Background: an optimization exercise with open tools, aiming at small area and a short achievable clock period. Do not read the settings as production practice.
Function was checked by simulation only, so behaviour that the tests miss may differ from the original.
Power is estimated from default activity; no workload was simulated. No driver is modelled on the clock port, so clocking that relies on it looks cheaper here than on a real chip.

==> job 5140 <==
==> flow/design.v <==
module delay_line #(
    parameter WIDTH = 16
)(
    input  wire             clk,
    input  wire             en,
    input  wire [4:0]       len,
    input  wire [WIDTH-1:0] din,
    output reg  [WIDTH-1:0] dout
);
    reg [WIDTH-1:0] s16 [0:15];
    reg [WIDTH-1:0] s8  [0:7];
    reg [WIDTH-1:0] s4  [0:3];
    reg [WIDTH-1:0] s2  [0:1];
    reg [WIDTH-1:0] s1;
    wire [WIDTH-1:0] o16 = len[4] ? s16[15] : din;
    wire [WIDTH-1:0] o8  = len[3] ? s8[7]   : o16;
    wire [WIDTH-1:0] o4  = len[2] ? s4[3]   : o8;
    wire [WIDTH-1:0] o2  = len[1] ? s2[1]   : o4;
    wire [WIDTH-1:0] o1  = len[0] ? s1      : o2;
    integer i;
    always @(posedge clk) begin
        if (en) begin
            s16[0] <= din;
            for (i = 1; i < 16; i = i + 1) s16[i] <= s16[i-1];
            s8[0] <= o16;
            for (i = 1; i < 8; i = i + 1) s8[i] <= s8[i-1];
            s4[0] <= o8;
            for (i = 1; i < 4; i = i + 1) s4[i] <= s4[i-1];
            s2[0] <= o4;
            s2[1] <= s2[0];
            s1 <= o2;
            dout <= o1;
        end
    end
endmodule
module window_buffer_3x3_2d_with_padding (
    input  wire               clk,
    input  wire               rst_n,
    input  wire               valid_in,
    input  wire signed [15:0] data_in,
    input  wire [4:0]         wm1,
    input  wire [7:0]         hm1,
    output reg                valid_out,
    output reg                first_out,
    output reg                last_out,
    output reg  signed [17:0] v_out,
    output reg  signed [16:0] d_out
);
    reg signed [15:0] xr;           
    reg [4:0]         col;
    reg [7:0]         row;
    reg               row0;         
    reg               row2;         
    reg               virt;         
    reg               done;
    reg               ev;           
    wire at_last  = (col == wm1);
    reg [4:0] col_n;
    reg [7:0] row_n;
    reg       row0_n, row2_n, virt_n, done_n;
    always @* begin
        col_n = col; row_n = row; row0_n = row0; row2_n = row2;
        virt_n = virt; done_n = done;
        if (ev) begin
            col_n = at_last ? 5'd0 : col + 5'd1;
            if (at_last) begin
                row_n  = row + 8'd1;
                row0_n = 1'b0;
                row2_n = ~row0;
                if (virt) begin
                    virt_n = 1'b0;
                    done_n = 1'b1;
                end else if (row == hm1) begin
                    virt_n = 1'b1;
                end
            end
        end
    end
    always @(posedge clk) xr <= data_in;
    always @(posedge clk or negedge rst_n) begin
        if (!rst_n) begin
            ev <= 1'b0;
            col <= 5'd0; row <= 8'd0; row0 <= 1'b1; row2 <= 1'b0;
            virt <= 1'b0; done <= 1'b0;
            valid_out <= 1'b0;
        end else begin
            ev <= virt_n | (valid_in & ~done_n);
            valid_out <= ev & ~row0;
            col <= col_n; row <= row_n; row0 <= row0_n; row2 <= row2_n;
            virt <= virt_n; done <= done_n;
        end
    end
    wire signed [15:0] x = virt ? 16'sd0 : xr;
    wire [15:0] l1, l2;
    delay_line #(.WIDTH(16)) u_l1 (.clk(clk), .en(ev), .len(wm1), .din(x),  .dout(l1));
    delay_line #(.WIDTH(16)) u_l2 (.clk(clk), .en(ev), .len(wm1), .din(l1), .dout(l2));
    wire signed [15:0] a  = row2 ? l2 : 16'sd0;
    wire signed [15:0] b  = l1;
    wire signed [17:0] ea = a, eb = b, ex = x;
    wire [17:0] cs_s = ea ^ eb ^ ex;
    wire [17:0] cs_c = (ea & eb) | (ea & ex) | (eb & ex);
    always @(posedge clk) begin
        first_out <= (col == 5'd0);
        last_out  <= at_last;
        v_out <= cs_s + {cs_c[16:0], 1'b0};
        d_out <= a - x;
    end
endmodule
module conv_pipelined (
    input  wire               clk,
    input  wire               rst_n,
    input  wire               valid_in,
    input  wire               first_in,
    input  wire               last_in,
    input  wire signed [17:0] v_in,
    input  wire signed [16:0] d_in,
    output reg                valid_out,     
    output reg  signed [18:0] conv0,
    output reg  signed [18:0] conv1,
    output reg                valid_relu,    
    output reg  [6:0]         relu0,
    output reg  [6:0]         relu1
);
    reg signed [17:0] lv, mv;
    reg signed [16:0] ld, md;
    reg               flush;
    wire signed [17:0] nv = flush ? 18'sd0 : v_in;
    wire signed [16:0] nd = flush ? 17'sd0 : d_in;
    wire signed [18:0] s0 = lv - nv;
    wire signed [18:0] el = ld, em = md, en = nd;
    wire [18:0] cs_s = el ^ em ^ en;
    wire [18:0] cs_c = (el & em) | (el & en) | (em & en);
    wire signed [18:0] s1 = cs_s + {cs_c[17:0], 1'b0};
    wire [6:0] q0, q1;
    relu u_r0 (.data_in(conv0), .data_out(q0));
    relu u_r1 (.data_in(conv1), .data_out(q1));
    always @(posedge clk or negedge rst_n) begin
        if (!rst_n) begin
            flush <= 1'b0;
            valid_out <= 1'b0;
            valid_relu <= 1'b0;
        end else begin
            flush <= valid_in & last_in;
            valid_out <= (valid_in & ~first_in) | flush;
            valid_relu <= valid_out;
        end
    end
    always @(posedge clk) begin
        if (valid_in) begin
            lv <= first_in ? 18'sd0 : mv;
            ld <= first_in ? 17'sd0 : md;
            mv <= v_in;
            md <= d_in;
        end
        conv0 <= s0;
        conv1 <= s1;
        relu0 <= q0;
        relu1 <= q1;
    end
endmodule
module relu (
    input  wire signed [18:0] data_in,
    output wire [6:0]         data_out
);
    wire neg  = data_in[18];
    wire big  = |data_in[17:11];       
    assign data_out = neg ? 7'd0 : (big ? 7'd127 : data_in[10:4]);
endmodule
module pooling_buffer_3x3_stream (
    input  wire       clk,
    input  wire       rst_n,
    input  wire       valid_next,    
    input  wire [6:0] data_in0,
    input  wire [6:0] data_in1,
    input  wire [4:0] wm1,
    input  wire [4:0] wm3,
    output reg        valid_out,
    output reg  [6:0] max_out0,
    output reg  [6:0] max_out1
);
    reg [4:0] col;
    reg       row1;      
    reg       row2;      
    reg       col2;      
    reg [6:0] a0, a1;    
    reg [6:0] b0, b1;    
    reg       valid_in;  
    reg       sh;        
    wire at_last = (col == wm1);
    reg [4:0] col_n;
    reg       row1_n, row2_n, col2_n;
    always @* begin
        col_n = col; row1_n = row1; row2_n = row2; col2_n = col2;
        if (valid_in) begin
            if (at_last) begin
                col_n = 5'd0;
                col2_n = 1'b0;
                row1_n = 1'b1;
                row2_n = row1;
            end else begin
                col_n = col + 5'd1;
                col2_n = col != 5'd0;
            end
        end
    end
    always @(posedge clk) valid_in <= valid_next;
    always @(posedge clk or negedge rst_n) begin
        if (!rst_n) begin
            col <= 5'd0;
            row1 <= 1'b0; row2 <= 1'b0; col2 <= 1'b0;
            sh <= 1'b0;
            valid_out <= 1'b0;
        end else begin
            valid_out <= sh & row2;
            sh <= valid_next & col2_n;
            col <= col_n; row1 <= row1_n; row2 <= row2_n; col2 <= col2_n;
        end
    end
    wire [6:0] pm0, pv0, pm1, pv1;    
    wire [6:0] h0 = (a0 >= data_in0) ? a0 : data_in0;
    wire [6:0] h1 = (a1 >= data_in1) ? a1 : data_in1;
    wire [6:0] p0, p1, n0, n1;
    pooling u_p0 (.a(pm0), .b(a0), .c(data_in0), .m(p0));
    pooling u_p1 (.a(pm1), .b(a1), .c(data_in1), .m(p1));
    pooling u_n0 (.a(pv0), .b(a0), .c(data_in0), .m(n0));
    pooling u_n1 (.a(pv1), .b(a1), .c(data_in1), .m(n1));
    delay_line #(.WIDTH(28)) u_line (
        .clk(clk), .en(sh), .len(wm3),
        .din({n1, h1, n0, h0}), .dout({pm1, pv1, pm0, pv0})
    );
    always @(posedge clk) begin
        if (valid_in) begin
            a0 <= (b0 >= data_in0) ? b0 : data_in0; b0 <= data_in0;
            a1 <= (b1 >= data_in1) ? b1 : data_in1; b1 <= data_in1;
        end
        max_out0 <= p0;
        max_out1 <= p1;
    end
endmodule
module pooling (
    input  wire [6:0] a,
    input  wire [6:0] b,
    input  wire [6:0] c,
    output wire [6:0] m
);
    wire ab = a >= b;
    wire ac = a >= c;
    wire bc = b >= c;
    assign m = (ab & ac) ? a : ((~ab & bc) ? b : c);
endmodule
module top #(
    parameter DATA_WIDTH   = 16,
    parameter SCALE_SHIFT  = 4
)(
    input  wire                         clk,
    input  wire                         rst_n,
    input  wire                         valid_in,
    input  wire signed [DATA_WIDTH-1:0] pixel_in,
    input  wire [7:0]                   img_width,
    input  wire [7:0]                   img_height,
    output wire                         valid_conv0,
    output wire signed [2*DATA_WIDTH+4:0] conv_out0,
    output wire                         valid_relu0,
    output wire [7:0]                   relu_out0,
    output wire                         valid_pool0,
    output wire signed [15:0]           pool_out0,
    output wire                         valid_conv1,
    output wire signed [2*DATA_WIDTH+4:0] conv_out1,
    output wire                         valid_relu1,
    output wire [7:0]                   relu_out1,
    output wire                         valid_pool1,
    output wire signed [15:0]           pool_out1
);
    reg [4:0] wm1;       
    reg [4:0] wm3;       
    reg [7:0] hm1;       
    always @(posedge clk) begin
        wm1 <= img_width[4:0] - 5'd1;
        wm3 <= img_width[4:0] - 5'd3;
        hm1 <= img_height - 8'd1;
    end
    wire               col_valid;    
    wire               col_first;    
    wire               col_last;     
    wire signed [17:0] col_v;
    wire signed [16:0] col_d;
    window_buffer_3x3_2d_with_padding u_wb (
        .clk(clk), .rst_n(rst_n),
        .valid_in(valid_in), .data_in(pixel_in),
        .wm1(wm1), .hm1(hm1),
        .valid_out(col_valid), .first_out(col_first), .last_out(col_last),
        .v_out(col_v), .d_out(col_d)
    );
    wire               cv_valid, rl_valid;
    wire signed [18:0] c0, c1;
    wire [6:0]         r0, r1;
    conv_pipelined u_conv (
        .clk(clk), .rst_n(rst_n),
        .valid_in(col_valid), .first_in(col_first), .last_in(col_last),
        .v_in(col_v), .d_in(col_d),
        .valid_out(cv_valid), .conv0(c0), .conv1(c1),
        .valid_relu(rl_valid), .relu0(r0), .relu1(r1)
    );
    assign valid_conv0 = cv_valid;
    assign valid_conv1 = cv_valid;
    assign valid_relu0 = rl_valid;
    assign valid_relu1 = rl_valid;
    assign conv_out0 = {{18{c0[18]}}, c0};
    assign conv_out1 = {{18{c1[18]}}, c1};
    assign relu_out0 = {1'b0, r0};
    assign relu_out1 = {1'b0, r1};
    wire       pl_valid;
    wire [6:0] p0, p1;
    pooling_buffer_3x3_stream u_pb (
        .clk(clk), .rst_n(rst_n),
        .valid_next(cv_valid), .data_in0(r0), .data_in1(r1),
        .wm1(wm1), .wm3(wm3),
        .valid_out(pl_valid), .max_out0(p0), .max_out1(p1)
    );
    assign valid_pool0 = pl_valid;
    assign valid_pool1 = pl_valid;
    assign pool_out0 = {9'd0, p0};
    assign pool_out1 = {9'd0, p1};
endmodule
==> flow/flow/run.sh <==
#!/bin/bash
set -euo pipefail
export BUFFER_PORTS_ARGS="-buffer_cell sky130_fd_sc_hd__buf_2"
export CTS_ARGS="-sink_clustering_enable -repair_clock_nets -sink_clustering_size 24 -sink_clustering_max_diameter 80"
bash standard.sh > standard.log 2>&1
==> flow/standard.sh <==
#!/bin/bash
# synth_recipe.tcl (not shown) runs the flow's synth.tcl, then flattens the netlist and writes it again
# the make line also repeats each setting of config.mk as NAME=value (left out here)
make -C /OpenROAD-flow-scripts/flow DESIGN_CONFIG=/design/flow/config.mk WORK_HOME=/design/flow/orfs CLKGATE_MAP_FILE= SYNTH_SCRIPT=/design/flow/synth_recipe.tcl "${@:-finish}"
==> flow/config.mk <==
export PLATFORM = sky130hd
export DESIGN_NAME = top
export DESIGN_NICKNAME = top
export VERILOG_FILES = /design/flow/design.v
export SDC_FILE = /design/flow/constraint.sdc
export NUM_CORES = 4
export LEC_CHECK = 0
export CAP_MARGIN = 20
export CORE_MARGIN = 2
export CORE_UTILIZATION = 65
export SLEW_MARGIN = 20
==> flow/constraint.sdc <==
create_clock -name core_clock -period 15.0 [get_ports {clk}]
set_input_delay 3.0000 -clock core_clock [delete_from_list [all_inputs] [get_ports {clk}]]
set_output_delay 3.0000 -clock core_clock [all_outputs]
set_load 0.01 [all_outputs]
==> job 2803 (differences from job 5140) <==
==> flow/design.v, changed modules only <==
module delay_line #(
    parameter WIDTH = 16,
    parameter FIRST = 16
)(
    input  wire             clk,
    input  wire             en,
    input  wire [4:0]       len,
    input  wire [WIDTH-1:0] din,
    output reg  [WIDTH-1:0] dout
);
    reg [WIDTH-1:0] s16 [0:FIRST-1];
    reg [WIDTH-1:0] s8  [0:7];
    reg [WIDTH-1:0] s4  [0:3];
    reg [WIDTH-1:0] s2  [0:1];
    reg [WIDTH-1:0] s1;
    wire [WIDTH-1:0] o16 = len[4] ? s16[FIRST-1] : din;
    wire [WIDTH-1:0] o8  = len[3] ? s8[7]   : o16;
    wire [WIDTH-1:0] o4  = len[2] ? s4[3]   : o8;
    wire [WIDTH-1:0] o2  = len[1] ? s2[1]   : o4;
    wire [WIDTH-1:0] o1  = len[0] ? s1      : o2;
    integer i;
    always @(posedge clk) begin
        if (en) begin
            s16[0] <= din;
            for (i = 1; i < FIRST; i = i + 1) s16[i] <= s16[i-1];
            s8[0] <= o16;
            for (i = 1; i < 8; i = i + 1) s8[i] <= s8[i-1];
            s4[0] <= o8;
            for (i = 1; i < 4; i = i + 1) s4[i] <= s4[i-1];
            s2[0] <= o4;
            s2[1] <= s2[0];
            s1 <= o2;
            dout <= o1;
        end
    end
endmodule
module pooling_buffer_3x3_stream (
    input  wire       clk,
    input  wire       rst_n,
    input  wire       valid_next,    
    input  wire [6:0] data_in0,
    input  wire [6:0] data_in1,
    input  wire [4:0] wm1,
    input  wire [4:0] plen,      
    output reg        valid_out,
    output reg  [6:0] max_out0,
    output reg  [6:0] max_out1
);
    reg [4:0] col;
    reg       row1;      
    reg       row2;      
    reg       col2;      
    reg [6:0] a0, a1;    
    reg [6:0] b0, b1;    
    reg       valid_in;  
    reg       sh;        
    reg       sh2;       
    reg       vp;        
    wire at_last = (col == wm1);
    reg [4:0] col_n;
    reg       row1_n, row2_n, col2_n;
    always @* begin
        col_n = col; row1_n = row1; row2_n = row2; col2_n = col2;
        if (valid_in) begin
            if (at_last) begin
                col_n = 5'd0;
                col2_n = 1'b0;
                row1_n = 1'b1;
                row2_n = row1;
            end else begin
                col_n = col + 5'd1;
                col2_n = col != 5'd0;
            end
        end
    end
    always @(posedge clk) valid_in <= valid_next;
    always @(posedge clk or negedge rst_n) begin
        if (!rst_n) begin
            col <= 5'd0;
            row1 <= 1'b0; row2 <= 1'b0; col2 <= 1'b0;
            sh <= 1'b0; sh2 <= 1'b0; vp <= 1'b0;
            valid_out <= 1'b0;
        end else begin
            vp <= sh & row2;
            valid_out <= vp;
            sh2 <= sh;
            sh <= valid_next & col2_n;
            col <= col_n; row1 <= row1_n; row2 <= row2_n; col2 <= col2_n;
        end
    end
    wire [6:0] pm0, pv0, pm1, pv1;    
    wire [6:0] h0, h1, g0, g1;
    pooling u_h0 (.a(a0), .b(data_in0), .m(h0));
    pooling u_h1 (.a(a1), .b(data_in1), .m(h1));
    pooling u_g0 (.a(b0), .b(data_in0), .m(g0));
    pooling u_g1 (.a(b1), .b(data_in1), .m(g1));
    reg [6:0] hr0, hr1;
    wire [6:0] p0, p1, n0, n1;
    pooling u_p0 (.a(pm0), .b(hr0), .m(p0));
    pooling u_p1 (.a(pm1), .b(hr1), .m(p1));
    pooling u_n0 (.a(pv0), .b(hr0), .m(n0));
    pooling u_n1 (.a(pv1), .b(hr1), .m(n1));
    delay_line #(.WIDTH(28), .FIRST(14)) u_line (
        .clk(clk), .en(sh2), .len(plen),
        .din({n1, hr1, n0, hr0}), .dout({pm1, pv1, pm0, pv0})
    );
    always @(posedge clk) begin
        if (valid_in) begin
            a0 <= g0; b0 <= data_in0;
            a1 <= g1; b1 <= data_in1;
        end
        hr0 <= h0;
        hr1 <= h1;
        max_out0 <= p0;
        max_out1 <= p1;
    end
endmodule
module pooling (
    input  wire [6:0] a,
    input  wire [6:0] b,
    output wire [6:0] m
);
    wire [7:0] c;
    assign c[0] = 1'b1;
    genvar i;
    generate
        for (i = 0; i < 7; i = i + 1) begin : g_ge
            assign c[i+1] = (a[i] & ~b[i]) | (a[i] & c[i]) | (~b[i] & c[i]);
        end
    endgenerate
    assign m = c[7] ? a : b;
endmodule
module top #(
    parameter DATA_WIDTH   = 16,
    parameter SCALE_SHIFT  = 4
)(
    input  wire                         clk,
    input  wire                         rst_n,
    input  wire                         valid_in,
    input  wire signed [DATA_WIDTH-1:0] pixel_in,
    input  wire [7:0]                   img_width,
    input  wire [7:0]                   img_height,
    output wire                         valid_conv0,
    output wire signed [2*DATA_WIDTH+4:0] conv_out0,
    output wire                         valid_relu0,
    output wire [7:0]                   relu_out0,
    output wire                         valid_pool0,
    output wire signed [15:0]           pool_out0,
    output wire                         valid_conv1,
    output wire signed [2*DATA_WIDTH+4:0] conv_out1,
    output wire                         valid_relu1,
    output wire [7:0]                   relu_out1,
    output wire                         valid_pool1,
    output wire signed [15:0]           pool_out1
);
    reg [4:0] wm1;       
    reg [4:0] plen;      
    reg [7:0] hm1;       
    always @(posedge clk) begin
        wm1 <= img_width[4:0] - 5'd1;
        plen <= (img_width[5] | (img_width[4] & |img_width[3:0])) ?
                {1'b1, img_width[3:0] - 4'd1} : {1'b0, img_width[3:0] - 4'd3};
        hm1 <= img_height - 8'd1;
    end
    wire               col_valid;    
    wire               col_first;    
    wire               col_last;     
    wire signed [17:0] col_v;
    wire signed [16:0] col_d;
    window_buffer_3x3_2d_with_padding u_wb (
        .clk(clk), .rst_n(rst_n),
        .valid_in(valid_in), .data_in(pixel_in),
        .wm1(wm1), .hm1(hm1),
        .valid_out(col_valid), .first_out(col_first), .last_out(col_last),
        .v_out(col_v), .d_out(col_d)
    );
    wire               cv_valid, rl_valid;
    wire signed [18:0] c0, c1;
    wire [6:0]         r0, r1;
    conv_pipelined u_conv (
        .clk(clk), .rst_n(rst_n),
        .valid_in(col_valid), .first_in(col_first), .last_in(col_last),
        .v_in(col_v), .d_in(col_d),
        .valid_out(cv_valid), .conv0(c0), .conv1(c1),
        .valid_relu(rl_valid), .relu0(r0), .relu1(r1)
    );
    assign valid_conv0 = cv_valid;
    assign valid_conv1 = cv_valid;
    assign valid_relu0 = rl_valid;
    assign valid_relu1 = rl_valid;
    assign conv_out0 = {{18{c0[18]}}, c0};
    assign conv_out1 = {{18{c1[18]}}, c1};
    assign relu_out0 = {1'b0, r0};
    assign relu_out1 = {1'b0, r1};
    wire       pl_valid;
    wire [6:0] p0, p1;
    pooling_buffer_3x3_stream u_pb (
        .clk(clk), .rst_n(rst_n),
        .valid_next(cv_valid), .data_in0(r0), .data_in1(r1),
        .wm1(wm1), .plen(plen),
        .valid_out(pl_valid), .max_out0(p0), .max_out1(p1)
    );
    assign valid_pool0 = pl_valid;
    assign valid_pool1 = pl_valid;
    assign pool_out0 = {9'd0, p0};
    assign pool_out1 = {9'd0, p1};
endmodule
==> flow/flow/run.sh (replaced) <==
#!/bin/bash
set -euo pipefail
export BUFFER_PORTS_ARGS="-buffer_cell sky130_fd_sc_hd__buf_2"
export CTS_ARGS="-sink_clustering_enable -repair_clock_nets -sink_clustering_size 30 -sink_clustering_max_diameter 100 -dont_use_dummy_load"
export SETUP_SLACK_MARGIN=10.6
bash standard.sh > standard.log 2>&1
--- a/flow/config.mk
+++ b/flow/config.mk
@@ -6,6 +6,7 @@
 export NUM_CORES = 4
 export LEC_CHECK = 0
+export ABC_AREA = 1
 export CAP_MARGIN = 20
 export CORE_MARGIN = 2
-export CORE_UTILIZATION = 65
+export CORE_UTILIZATION = 75
 export SLEW_MARGIN = 20
==> job 1111 (differences from job 5140) <==
==> flow/design.v, changed modules only <==
module delay_line #(
    parameter WIDTH = 16,
    parameter FIRST = 16
)(
    input  wire             clk,
    input  wire             en,
    input  wire [4:0]       len,
    input  wire [WIDTH-1:0] din,
    output reg  [WIDTH-1:0] dout
);
    reg [WIDTH-1:0] s16 [0:FIRST-1];
    reg [WIDTH-1:0] s8  [0:7];
    reg [WIDTH-1:0] s4  [0:3];
    reg [WIDTH-1:0] s2  [0:1];
    reg [WIDTH-1:0] s1;
    wire [WIDTH-1:0] o16 = len[4] ? s16[FIRST-1] : din;
    wire [WIDTH-1:0] o8  = len[3] ? s8[7]   : o16;
    wire [WIDTH-1:0] o4  = len[2] ? s4[3]   : o8;
    wire [WIDTH-1:0] o2  = len[1] ? s2[1]   : o4;
    wire [WIDTH-1:0] o1  = len[0] ? s1      : o2;
    integer i;
    always @(posedge clk) begin
        if (en) begin
            s16[0] <= din;
            for (i = 1; i < FIRST; i = i + 1) s16[i] <= s16[i-1];
            s8[0] <= o16;
            for (i = 1; i < 8; i = i + 1) s8[i] <= s8[i-1];
            s4[0] <= o8;
            for (i = 1; i < 4; i = i + 1) s4[i] <= s4[i-1];
            s2[0] <= o4;
            s2[1] <= s2[0];
            s1 <= o2;
            dout <= o1;
        end
    end
endmodule
module pooling_buffer_3x3_stream (
    input  wire       clk,
    input  wire       rst_n,
    input  wire       valid_next,    
    input  wire [6:0] data_in0,
    input  wire [6:0] data_in1,
    input  wire [4:0] wm1,
    input  wire [4:0] plen,      
    output reg        valid_out,
    output reg  [6:0] max_out0,
    output reg  [6:0] max_out1
);
    reg [4:0] col;
    reg       row1;      
    reg       row2;      
    reg       col2;      
    reg [6:0] a0, a1;    
    reg [6:0] b0, b1;    
    reg       valid_in;  
    reg       sh;        
    wire at_last = (col == wm1);
    reg [4:0] col_n;
    reg       row1_n, row2_n, col2_n;
    always @* begin
        col_n = col; row1_n = row1; row2_n = row2; col2_n = col2;
        if (valid_in) begin
            if (at_last) begin
                col_n = 5'd0;
                col2_n = 1'b0;
                row1_n = 1'b1;
                row2_n = row1;
            end else begin
                col_n = col + 5'd1;
                col2_n = col != 5'd0;
            end
        end
    end
    always @(posedge clk) valid_in <= valid_next;
    always @(posedge clk or negedge rst_n) begin
        if (!rst_n) begin
            col <= 5'd0;
            row1 <= 1'b0; row2 <= 1'b0; col2 <= 1'b0;
            sh <= 1'b0;
            valid_out <= 1'b0;
        end else begin
            valid_out <= sh & row2;
            sh <= valid_next & col2_n;
            col <= col_n; row1 <= row1_n; row2 <= row2_n; col2 <= col2_n;
        end
    end
    wire [6:0] pm0, pv0, pm1, pv1;    
    wire [6:0] h0, h1, p0, p1, n0, n1;
    pooling u_h0 (.a(a0),  .b(data_in0), .m(h0));
    pooling u_h1 (.a(a1),  .b(data_in1), .m(h1));
    pooling u_p0 (.a(pm0), .b(h0), .m(p0));
    pooling u_p1 (.a(pm1), .b(h1), .m(p1));
    pooling u_n0 (.a(pv0), .b(h0), .m(n0));
    pooling u_n1 (.a(pv1), .b(h1), .m(n1));
    wire [6:0] g0, g1;       
    pooling u_g0 (.a(b0), .b(data_in0), .m(g0));
    pooling u_g1 (.a(b1), .b(data_in1), .m(g1));
    delay_line #(.WIDTH(28), .FIRST(14)) u_line (
        .clk(clk), .en(sh), .len(plen),
        .din({n1, h1, n0, h0}), .dout({pm1, pv1, pm0, pv0})
    );
    always @(posedge clk) begin
        if (valid_in) begin
            a0 <= g0; b0 <= data_in0;
            a1 <= g1; b1 <= data_in1;
        end
        max_out0 <= p0;
        max_out1 <= p1;
    end
endmodule
module pooling (
    input  wire [6:0] a,
    input  wire [6:0] b,
    output wire [6:0] m
);
    assign m = (a >= b) ? a : b;
endmodule
module top #(
    parameter DATA_WIDTH   = 16,
    parameter SCALE_SHIFT  = 4
)(
    input  wire                         clk,
    input  wire                         rst_n,
    input  wire                         valid_in,
    input  wire signed [DATA_WIDTH-1:0] pixel_in,
    input  wire [7:0]                   img_width,
    input  wire [7:0]                   img_height,
    output wire                         valid_conv0,
    output wire signed [2*DATA_WIDTH+4:0] conv_out0,
    output wire                         valid_relu0,
    output wire [7:0]                   relu_out0,
    output wire                         valid_pool0,
    output wire signed [15:0]           pool_out0,
    output wire                         valid_conv1,
    output wire signed [2*DATA_WIDTH+4:0] conv_out1,
    output wire                         valid_relu1,
    output wire [7:0]                   relu_out1,
    output wire                         valid_pool1,
    output wire signed [15:0]           pool_out1
);
    reg [4:0] wm1;       
    reg [4:0] plen;      
    reg [7:0] hm1;       
    always @(posedge clk) begin
        wm1 <= img_width[4:0] - 5'd1;
        plen <= (img_width[5] | (img_width[4] & |img_width[3:0])) ?
                {1'b1, img_width[3:0] - 4'd1} : {1'b0, img_width[3:0] - 4'd3};
        hm1 <= img_height - 8'd1;
    end
    wire               col_valid;    
    wire               col_first;    
    wire               col_last;     
    wire signed [17:0] col_v;
    wire signed [16:0] col_d;
    window_buffer_3x3_2d_with_padding u_wb (
        .clk(clk), .rst_n(rst_n),
        .valid_in(valid_in), .data_in(pixel_in),
        .wm1(wm1), .hm1(hm1),
        .valid_out(col_valid), .first_out(col_first), .last_out(col_last),
        .v_out(col_v), .d_out(col_d)
    );
    wire               cv_valid, rl_valid;
    wire signed [18:0] c0, c1;
    wire [6:0]         r0, r1;
    conv_pipelined u_conv (
        .clk(clk), .rst_n(rst_n),
        .valid_in(col_valid), .first_in(col_first), .last_in(col_last),
        .v_in(col_v), .d_in(col_d),
        .valid_out(cv_valid), .conv0(c0), .conv1(c1),
        .valid_relu(rl_valid), .relu0(r0), .relu1(r1)
    );
    assign valid_conv0 = cv_valid;
    assign valid_conv1 = cv_valid;
    assign valid_relu0 = rl_valid;
    assign valid_relu1 = rl_valid;
    assign conv_out0 = {{18{c0[18]}}, c0};
    assign conv_out1 = {{18{c1[18]}}, c1};
    assign relu_out0 = {1'b0, r0};
    assign relu_out1 = {1'b0, r1};
    wire       pl_valid;
    wire [6:0] p0, p1;
    pooling_buffer_3x3_stream u_pb (
        .clk(clk), .rst_n(rst_n),
        .valid_next(cv_valid), .data_in0(r0), .data_in1(r1),
        .wm1(wm1), .plen(plen),
        .valid_out(pl_valid), .max_out0(p0), .max_out1(p1)
    );
    assign valid_pool0 = pl_valid;
    assign valid_pool1 = pl_valid;
    assign pool_out0 = {9'd0, p0};
    assign pool_out1 = {9'd0, p1};
endmodule
==> flow/flow/run.sh (replaced) <==
#!/bin/bash
set -euo pipefail
export BUFFER_PORTS_ARGS="-buffer_cell sky130_fd_sc_hd__buf_2"
export CTS_ARGS="-sink_clustering_enable -repair_clock_nets -sink_clustering_size 30 -sink_clustering_max_diameter 100 -dont_use_dummy_load"
export SETUP_SLACK_MARGIN=10.6
bash standard.sh > standard.log 2>&1
--- a/flow/config.mk
+++ b/flow/config.mk
@@ -6,6 +6,7 @@
 export NUM_CORES = 4
 export LEC_CHECK = 0
+export ABC_AREA = 1
 export CAP_MARGIN = 20
 export CORE_MARGIN = 2
-export CORE_UTILIZATION = 65
+export CORE_UTILIZATION = 80
 export SLEW_MARGIN = 20
==> comparison <==
Job 1111 aborted during global routing. Job 2803 ran to the end with no violations. Job 5140 passed the timing, design-rule and antenna checks.
In job 5140 the utilization is lower than in job 2803, by 9.4 points.
In job 5140 the worst hold slack is higher than in job 2803, by 0.012 ns.
Between job 5140 and job 2803, the lower routed wire length is in job 5140 (gap 0.44%, measured against job 2803).
Power: job 2803 is higher than job 5140 (20%).
==> figures <==
Hold path start: job 5140 u_pb.u_line.s16[0][24]$_DFFE_PP_; job 1111 -; job 2803 u_wb.u_l1.s8[0][14]$_DFFE_PP_
Maximum clock rate: job 5140 0.204 GHz; job 1111 -; job 2803 0.231 GHz
Flip-flop count of the largest register after layout: job 5140 448; job 1111 -; job 2803 392
Layout-stage area growth over the synthesis result: job 5140 7.10%; job 1111 -; job 2803 5.46%
Sum of routed wire length over all layers: job 5140 119000 um; job 1111 -; job 2803 120000 um
# diodes: job 5140 2; job 1111 -; job 2803 0
Crit-path slowest cell: job 5140 sky130_fd_sc_hd__dfxtp_1; job 1111 -; job 2803 sky130_fd_sc_hd__dfxtp_4
Status: job 5140 finished clean; job 1111 aborted with a tool error; job 2803 finished clean
Stage where the flow stopped: job 5140 -; job 1111 global routing; job 2803 -
Number of max-slew violations in the final report: job 5140 0; job 1111 -; job 2803 0
Critical Path Fanout Max: job 5140 26; job 1111 -; job 2803 13

## afterwards: timing with drivers on the ports
The results above use ideal ports. As a check the final layouts listed here were re-extracted and re-timed, cells and wires unchanged.
Step 1 assumes that a clkbuf_16 drives the clock port and a buf_2 every other input.
Step 2, shift: input delay + t, output delay - t, t = (earliest + latest rising clock arrival at the registers) / 2. This alone moves slack from input paths to output paths.
Three values: ideal ports, drivers, drivers and shift; two values: the first two.
run	t (ns)	setup WS [ns]	worst setup path after step 2	pins driven straight from the clock port
job 5140	0.779	10.103 / 10.033 / 10.812	register to output	1
job 2803	0.746	10.672 / 10.601 / 10.449	input to register	1
After both steps setup and hold are still met in every run listed. For job 2803, which loses most, drivers alone change the setup slack by -0.071 ns; drivers and shift together by -0.223 ns.
